Background: an optimization exercise with open tools, aiming at small area. Do not read the settings as production practice. The RTL was checked by simulation tests, not by an equivalence proof against the original design. The flow treats the clock pin as an ideal source, which a real chip does not have. Power and IR drop assume default switching activity.

**flow/flow/abc_d3.script**
```
&get -n
&st
&deepsyn -I 1 -J 50
&dch -f
&nf -R 1000
&put
```
**flow/flow/abc_d9.script**
```
&get -n
&st
&deepsyn -I 2 -J 100 -S 3
&dch -f
&nf -R 1000
&st
&dch -f
&nf -R 1000
&put
```
**flow/flow/abc_dl2.script**
```
&get -n
&st
&deepsyn -I 20 -J 300 -S 5
&dch -f
&nf -R 1000
&put
```
**flow/flow/abc_ds5.script**
```
&get -n
&st
&deepsyn -I 1 -J 50 -S 5
&dch -f
&nf -R 1000
&put
```
**flow/flow/abc_ds12.script**
```
&get -n
&st
&deepsyn -I 1 -J 50 -S 12
&dch -f
&nf -R 1000
&put
```
**flow/flow/abc_d8.script**
```
&get -n
&st
&deepsyn -I 1 -J 50 -S 7
&dch -f
&nf -R 1000
&put
```
**flow/flow/synth_wrap.tcl**
```tcl
# Standard synthesis (the work folder's synth_recipe.tcl), with the final ABC mapping run
# with an area-oriented script instead of ORFS's speed script.
proc abc {args} {
  set i [lsearch -exact $args -script]
  if { $i >= 0 } {
    set args [lreplace $args [expr {$i + 1}] [expr {$i + 1}] $::env(AREA_ABC_SCRIPT)]
  }
  puts "abc (area script): $args"
  yosys abc {*}$args
}
source $::env(FLOW_SYNTH_TCL)
```
**flow/flow/clock_buffers.tcl**
```tcl
# Clock buffering by hand (run as ORFS's PRE_CTS_TCL hook; clock_tree_synthesis is then
# told to build on the clock port's net only, which it skips as it has one sink): the clock
# sinks are split into MANUAL_CLK_GROUPS groups by position (k-means), each group is driven
# by one MANUAL_CLKBUF buffer at its centroid, and, with MANUAL_CLK_ROOT set, the clock port
# drives one root buffer of that cell which drives the group buffers.
set block [ord::get_db_block]
set master [[ord::get_db] findMaster $::env(MANUAL_CLKBUF)]
set k $::env(MANUAL_CLK_GROUPS)
set clknet [$block findNet clk]
set sinks {}
foreach it [$clknet getITerms] {
  set bb [[$it getInst] getBBox]
  lappend sinks [list $it [expr {([$bb xMin] + [$bb xMax]) / 2.0}] [expr {([$bb yMin] + [$bb yMax]) / 2.0}]]
}
set sinks [lsort -real -index 1 $sinks]
set n [llength $sinks]
# start centres: spread along x
set cs {}
for {set i 0} {$i < $k} {incr i} {
  set s [lindex $sinks [expr {int(($i + 0.5) * $n / $k)}]]
  lappend cs [list [lindex $s 1] [lindex $s 2]]
}
for {set iter 0} {$iter < 50} {incr iter} {
  set groups {}
  for {set i 0} {$i < $k} {incr i} { lappend groups {} }
  foreach s $sinks {
    set best 0; set bd 1e30
    for {set i 0} {$i < $k} {incr i} {
      set c [lindex $cs $i]
      set d [expr {abs([lindex $s 1] - [lindex $c 0]) + abs([lindex $s 2] - [lindex $c 1])}]
      if {$d < $bd} { set bd $d; set best $i }
    }
    lset groups $best [concat [lindex $groups $best] [list $s]]
  }
  set ncs {}
  for {set i 0} {$i < $k} {incr i} {
    set g [lindex $groups $i]
    if {[llength $g] == 0} { lappend ncs [lindex $cs $i]; continue }
    set sx 0; set sy 0
    foreach s $g { set sx [expr {$sx + [lindex $s 1]}]; set sy [expr {$sy + [lindex $s 2]}] }
    lappend ncs [list [expr {$sx / [llength $g]}] [expr {$sy / [llength $g]}]]
  }
  set cs $ncs
}
set rootnet $clknet
if {[info exists ::env(MANUAL_CLK_ROOT)] && $::env(MANUAL_CLK_ROOT) ne ""} {
  set rootnet [odb::dbNet_create $block clknet_root]
  $rootnet setSigType CLOCK
  set root [odb::dbInst_create $block [[ord::get_db] findMaster $::env(MANUAL_CLK_ROOT)] clkbuf_root]
  [$root findITerm A] connect $clknet
  [$root findITerm X] connect $rootnet
  set sx 0; set sy 0
  foreach c $cs { set sx [expr {$sx + [lindex $c 0]}]; set sy [expr {$sy + [lindex $c 1]}] }
  $root setLocation [expr {int($sx / $k)}] [expr {int($sy / $k)}]
  $root setPlacementStatus PLACED
}
for {set i 0} {$i < $k} {incr i} {
  set g [lindex $groups $i]
  if {[llength $g] == 0} { continue }
  set net [odb::dbNet_create $block clknet_leaf_$i]
  $net setSigType CLOCK
  foreach s $g { set it [lindex $s 0]; $it disconnect; $it connect $net }
  set buf [odb::dbInst_create $block $master clkbuf_leaf_$i]
  [$buf findITerm A] connect $rootnet
  [$buf findITerm X] connect $net
  set c [lindex $cs $i]
  $buf setLocation [expr {int([lindex $c 0])}] [expr {int([lindex $c 1])}]
  $buf setPlacementStatus PLACED
  puts "clock buffer $i: [llength $g] sinks"
}
```
**flow/constraint.sdc**
```tcl
create_clock -name core_clock -period 10.0 [get_ports {clk}]
set_input_delay 2.0000 -clock core_clock [delete_from_list [all_inputs] [get_ports {clk}]]
set_output_delay 2.0000 -clock core_clock [all_outputs]
set_load 0.01 [all_outputs]
```
**flow/design.v**
```verilog
`timescale 1ns / 1ps
module FSM_top(emerg_in, g_f, f_f, s_f, emerg_out, motor, reset, clk, seg, next_LED, an);
input emerg_in, g_f, f_f, s_f, reset, clk;
output [6:0] seg;
output [7:0] an;
output emerg_out;
output [2:0] motor;
output [2:0] next_LED;
reg [5:0] a;      
reg h;            
reg [2:0] r;      
reg [4:0] q;      
reg [1:0] d2;
reg [1:0] lf;
reg [8:0] ps;     
reg [1:0] pg;     
reg [2:0] ctl;    
reg m2;           
wire alast = (a[4:0] == 5'b01110);
wire scan = alast & ~h;
wire q0 = q[4] & (q[2:0] == 3'b010);
wire qlast = (q[3:0] == 4'b1001);
wire step = alast & h & q0 & r[1] & ~r[0];
wire emerg = d2[1] & d2[0];
wire c1 = lf[0] & ~emerg;
wire c2 = lf[1] & ~emerg;
wire n1 = d2[0] & ~d2[1];
wire n2 = d2[1] & ~d2[0];
wire c0 = ~c1 & ~c2;
wire n0 = ~d2[0] & ~d2[1];
wire [1:0] nf;
assign nf[0] = d2[1] ? (~g_f & f_f) : d2[0] ? (~g_f & ~s_f) : f_f;
assign nf[1] = d2[1] ? (~g_f & ~f_f) : d2[0] ? (~g_f & s_f) : (~f_f & s_f);
wire [2:0] ctl_n;
assign ctl_n[0] = (c0 & (n1 | n2)) | (c1 & n2);
assign ctl_n[1] = (c1 & n0) | (c2 & ~d2[1]);
assign ctl_n[2] = (c0 & n2) | (c2 & n0);
wire pend = ~pg[0] ? ((ps & 9'b111101111) == 9'b000100111) :
            ~pg[1] ? ((ps & 9'b110110101) == 9'b100100101) :
                     ((ps & 9'b111110101) == 9'b100000100);
wire [1:0] pg_n = pend ? {pg[0] & ~pg[1], ~pg[1]} : pg;
always @(posedge clk or posedge reset) begin
    if (reset) begin
        a <= 6'b011100;
        h <= 1'b0;
        r <= 3'd0;
        q <= 5'b10010;
        d2 <= 2'd0;
        lf <= 2'd0;
        ps <= 9'b000001100;
        pg <= 2'b00;
        ctl <= 3'd0;
        m2 <= 1'b0;
    end else begin
        a <= {a[4:0], a[5] ^ a[0] ^ alast};
        h <= h ^ alast;
        if (scan) begin
            r <= r + 3'd1;
            q <= {q[3:0], q[4] ^ q[1] ^ qlast};
        end
        if (step) begin
            lf <= {n2, n1};
            d2 <= (emerg_in | emerg) ? 2'd3 : nf;
        end
        ps <= {ps[7:0], ps[8] ^ ps[4] ^ pend};
        pg <= pg_n;
        ctl <= ctl_n;
        m2 <= ctl[2] ? ~pg_n[1] : ~pg_n[0];
    end
end
assign emerg_out = emerg;
assign next_LED = {lf[1], lf[0], ~(lf[1] | lf[0])};
assign motor = {m2, ctl[1:0]};
assign an = ~{r == 3'd0, r == 3'd7, r == 3'd6, r == 3'd5, r == 3'd4, r == 3'd3, r == 3'd2, r == 3'd1};
wire sel = q0 & ~h;
wire blank = r[2] | ~(r[1] ^ r[0]);
wire is1 = r[0] ? c1 : sel ? lf[0] : n1;
wire is2 = r[0] ? c2 : sel ? lf[1] : n2;
assign seg = {blank | is1, blank, blank | is2, blank | is1, blank | is1, blank | is1 | is2, blank | ~is2};
endmodule
```
**flow/flow/abc_ds1.script**
```
&get -n
&st
&deepsyn -I 1 -J 50 -S 1
&dch -f
&nf -R 1000
&put
```
**flow/standard.sh**
```bash
#!/bin/bash
# synth_recipe.tcl (not shown) runs the flow's synth.tcl, then flattens the netlist and writes it again
# the make line also repeats each setting of config.mk as NAME=value (left out here)
make -C /OpenROAD-flow-scripts/flow DESIGN_CONFIG=/design/flow/config.mk WORK_HOME=/design/flow/orfs CLKGATE_MAP_FILE= SYNTH_SCRIPT=/design/flow/synth_recipe.tcl "${@:-finish}"
```
**flow/flow/run.sh**
```bash
#!/bin/bash
# Own layout flow: the standard ORFS flow (standard.sh) with
#  - synthesis: the standard script, but no adder extraction (ADDER_MAP_FILE empty) and an
#    area-oriented ABC script for the final mapping (flow/synth_wrap.tcl). Synthesis is run
#    once with each flow/abc_*.script and the script giving the smallest cell area is kept;
#  - port buffers: buf_1 instead of the default choice;
set -euo pipefail
W=$(cd "$(dirname "${BASH_SOURCE[0]}")/.." && pwd)
cd "$W"
export FLOW_SYNTH_TCL="$W/synth_recipe.tcl"
SYNTH_ARGS=(SYNTH_SCRIPT="$W/flow/synth_wrap.tcl" ADDER_MAP_FILE=)
STAT="$W/orfs/reports/${FLOW_PLATFORM:-sky130hd}/FSM_top/base/synth_stat.txt"

best=""
best_area=""
for s in "$W"/flow/abc_*.script; do
  name=$(basename "$s" .script)
  rm -rf "$W/orfs"
  if AREA_ABC_SCRIPT="$s" bash standard.sh "${SYNTH_ARGS[@]}" synth > "$W/synth_$name.log" 2>&1; then
    area=$(awk '/Chip area for module/ {print $NF}' "$STAT" | tail -1)
    echo "$name: $area" >> "$W/synth_choice.log"
    if [[ -n "$area" ]] && { [[ -z "$best" ]] || awk -v a="$area" -v b="$best_area" 'BEGIN { exit !(a < b) }'; }; then
      best="$s"
      best_area="$area"
    fi
  else
    echo "$name: failed" >> "$W/synth_choice.log"
  fi
done
[[ -n "$best" ]] || best="$W/flow/abc_d3.script"
echo "chosen: $(basename "$best") $best_area" >> "$W/synth_choice.log"

rm -rf "$W/orfs"
export MANUAL_CLKBUF=sky130_fd_sc_hd__clkbuf_16 MANUAL_CLK_GROUPS=1
AREA_ABC_SCRIPT="$best" bash standard.sh "${SYNTH_ARGS[@]}" \
  BUFFER_PORTS_ARGS="-buffer_cell sky130_fd_sc_hd__buf_1" \
  PRE_CTS_TCL="$W/flow/clock_buffers.tcl" CTS_ARGS="-clk_nets clk" \
  finish > "$W/flow_standard.log" 2>&1
```
**flow/flow/abc_a11.script**
```
strash
dc2
balance; rewrite; refactor; balance; rewrite; rewrite -z; balance; refactor -z; rewrite -z; balance
&get -n
&st
&dch -f
&nf -R 1000
&put
mfs2
strash
&get -n
&dch -f
&nf -R 1000
&put
```
**flow/config.mk**
```make
export PLATFORM = sky130hd
export DESIGN_NAME = FSM_top
export DESIGN_NICKNAME = FSM_top
export VERILOG_FILES = /design/flow/design.v
export SDC_FILE = /design/flow/constraint.sdc
export NUM_CORES = 4
export LEC_CHECK = 0
export CAP_MARGIN = 0
export CORE_MARGIN = 2
export CORE_UTILIZATION = 40
export SLEW_MARGIN = 0
```
==> impl_metrics.yaml <==
run_status:
  outcome: "no timing/DRC/antenna violations"
timing:
  setup_viol: 0
  hold_viol: 0
  slew_viol_final: 0
  rsz0062_at_grt: "false"
  worst_slew_pin_slew_ns: 1.16
  slew_headroom_pct: 22.2
  timing.final.crit_share_pct: 37.5
  max_freq_mhz: 267
  finalSetupTns_ns: 0
  finalCriticalPeriod_ns: 3.75
  skew_ns: 0.00417
grt:
  overflow: 0
  grt_max_degree: 35
  antenna_found_initial: 0
  grt_pass1_vias: 858
  grt_first_pass_wirelength_um: 3770
  grt_usage_pct: 10.9
logic_synthesis:
  post-synth-top-count-cell: "dfrtp_1"
  synth_edf_count: 0
  synth_cell_types: 33
  syn_inst: 126
  ys.flop_type: "dfrtp_1"
  synth_top_area_cell: "dfrtp_1"
  async_reset_ff_share_pct: 100
  synth_common_cells: "dfrtp_1 (27), nand2_1 (11), nor2_1 (9)"
  avgSynthCellArea_um2: 11.3
  yosysSeqAreaShare_pct: 60.4
  synth_area_mm2: 0.00142
  ys_ff_latch: 34
  netlist_top_cells_area: "dfrtp_1 (47%), dfstp_2 (13%), buf_4 (3.2%)"
  synth_warnings: 1
  syn_nets: 132
  synth_top_cell_area_share_pct: 47.5
floorplanning:
  die_x_um: 63.6
  start_util_pct: 42.3
  core_mm2: 0.00336
  rows: 21
  pin_count: 28
  dieArea_mm2: 0.00405
  die_h_um: 63.6
setup_path:
  worstPathCellList: "nand2_1 -> nor3_1 -> a21oi_1 -> a21oi_1 -> a22oi_1 -> or2_0 -> buf_1"
  crit_fanout: 4
  path_common_cell: "a21oi_1"
  cp_slowest_cell: "dfstp_2"
  critical_path_class: "reg2out"
  cp.arrival_ns: 1.75
  crit_path_max_incr_delay_ns: 0.56
  crit_path_end_kind: "primary output"
  critPathTopFamily: "flip-flops"
  critPathBufInv: 1
  start_kind: "flip-flop"
  worstPathRequired_ns: 8.00
clocking:
  hold_buffers: 0
  cts_resized: 0
  clock_latency_ns: 0.17
  cts.reportedPaths.clkPinSlew_ns: 0.11
  post_cts_buffers: 0
power:
  power.share.sequential_pct: 72.1
  power.leakage_nw: 0.687
  p_int_mw: 0.157
  peakVddDrop_mv: 0.0817
  power.density_mw_per_mm2: 122
  p_sw_mw: 0.0337
  clkPwrFrac_pct: 25.7
  switching_share_pct: 17.7
  combPwrFrac_pct: 2.1
layout:
  area.sequential_um2: 860
  fillers: 328
  nets: 156
  area_growth_pct: 9.76
  multi_input_area_um2: 495
  final_util_pct: 46.4
  diodes: 0
  drive_above_1_share_pct: 5.41
drt:
  drt_iter0_drc: 70
  ant_nets: 0
  vias: 945
  drt_wl_total_um: 2110
  drtPass1Iterations: 4
  drc: 0
  wire_per_inst_um: 10.9
  vias_per_cell: 4.87
placed_design:
  dp_hpwl_um: 1570
  port-buffer-count: 27
  place_congestion: 0.769
hold_path:
  hp-class: "reg2reg"
flow_run:
  cap_violations: 0
[layout make-up]
cell class	count	share of cell area [%]
flip-flops and latches	34	55.0
multi-input cells	80	31.7
repair buffers	27	6.49
well taps	46	3.69
plain buffers	1	1.60
inverters	6	1.44
[state kept, by name (all words and copies together), names as in the netlist]
signal	flops
q	5
a	6
r	3
ps	9
pg	2
d2	2
ctl	3
m2	1
lf	2
h	1
[worst paths after layout]
kind / cells past startpoint / endpoint / start / slack [ns]
worst min register to register: 0 / ps[3] / ps[2] / 0.37
worst max register to register: 5 / q[0] / a[2] / 7.71
worst min-delay path: 0 / ps[3] / ps[2] / 0.37
max in group asynchronous: 2 / m2 / reset / 7.56
min in group asynchronous: 2 / a[5] / reset / 1.94
worst max-delay path: 7 / seg[0] / q[1] / 6.25
[layer usage]
metal / global-route usage (%) / part of all wire, % / wire length, um
met4: 0.815 / 0.76 / 16
met2: 18.9 / 49 / 1040
met5: 0 / 0 / 0
met1: 15.6 / 46 / 964
met3: 0.893 / 4.4 / 92
[power by group through the flow]
stage          combinational (mW)  clock [mW]  sequential, mW
4_1_cts                   0.00435      0.0388           0.140
6_report                  0.00410      0.0491           0.138
3_5_place_dp              0.00440           0           0.140
2_1_floorplan             0.00264           0           0.140
3_3_place_gp              0.00415           0           0.140
5_1_grt                   0.00498      0.0575           0.138
[layout by cell type (no fill, tap or decap), types with 4 or more instances in the layout]
master,n
clkinv_1,6
dfrtp_1,27
mux2_1,4
nor2_1,9
buf_1,27
xor2_1,4
dfstp_2,7
a21oi_1,7
nand2_1,11
o21ai_0,5
nor2b_1,5
[metrics by stage]
stage	area (um2)	hold slack, ns	total power, mW	setup slack (ns)	cells
global placement	1540	0.350	0.144	6.50	193
detailed placement	1540	0.356	0.145	6.46	193
CTS	1560	0.356	0.183	6.45	194
global route	1560	0.381	0.200	6.05	194
floorplan	1420	0.346	0.143	6.61	126
finish	1560	0.372	0.191	6.25	194
[cell families (layout without fill, tap and decap cells)]
group                  Yosys count  after routing  share of synthesized area (%)
AO/OA/AOI/OAI                   21             21                           9.32
XOR/XNOR                         7              7                           4.31
buffers and inverters           12             34                           4.75
flip-flops                      34             34                           60.4
multiplexers                     5              5                           3.87
AND/OR/NAND/NOR                 47             47                           17.3

[static timing again, ports no longer ideal]
Ports are ideal in the flow. The routed layout listed here was re-timed in OpenROAD.
Step 1 (the two cells are an assumption about what drives the block):
set clk [get_ports {clk}]
set_driving_cell -lib_cell sky130_fd_sc_hd__clkbuf_16 $clk
set_driving_cell -lib_cell sky130_fd_sc_hd__buf_2 [delete_from_list [all_inputs] $clk]
Step 2 adds t to the input delays and takes it off the output delays; t is the mean of the earliest and latest rising clock arrival at the registers after step 1. Input paths then give back, and output paths get back, about the clock's delay inside the block.
Three values: ideal ports, drivers, drivers and shift; two values: the first two.
t (ns): 0.199
setup slack, ns: 6.250 / 6.220 / 6.419
hold slack, ns: 0.372 / 0.372 / 0.372
worst data-port slew with drivers (ns): 0.03
After both steps setup and hold are still met in this run. For this run, drivers alone change the setup slack by -0.030 ns; drivers and shift together by +0.169 ns.
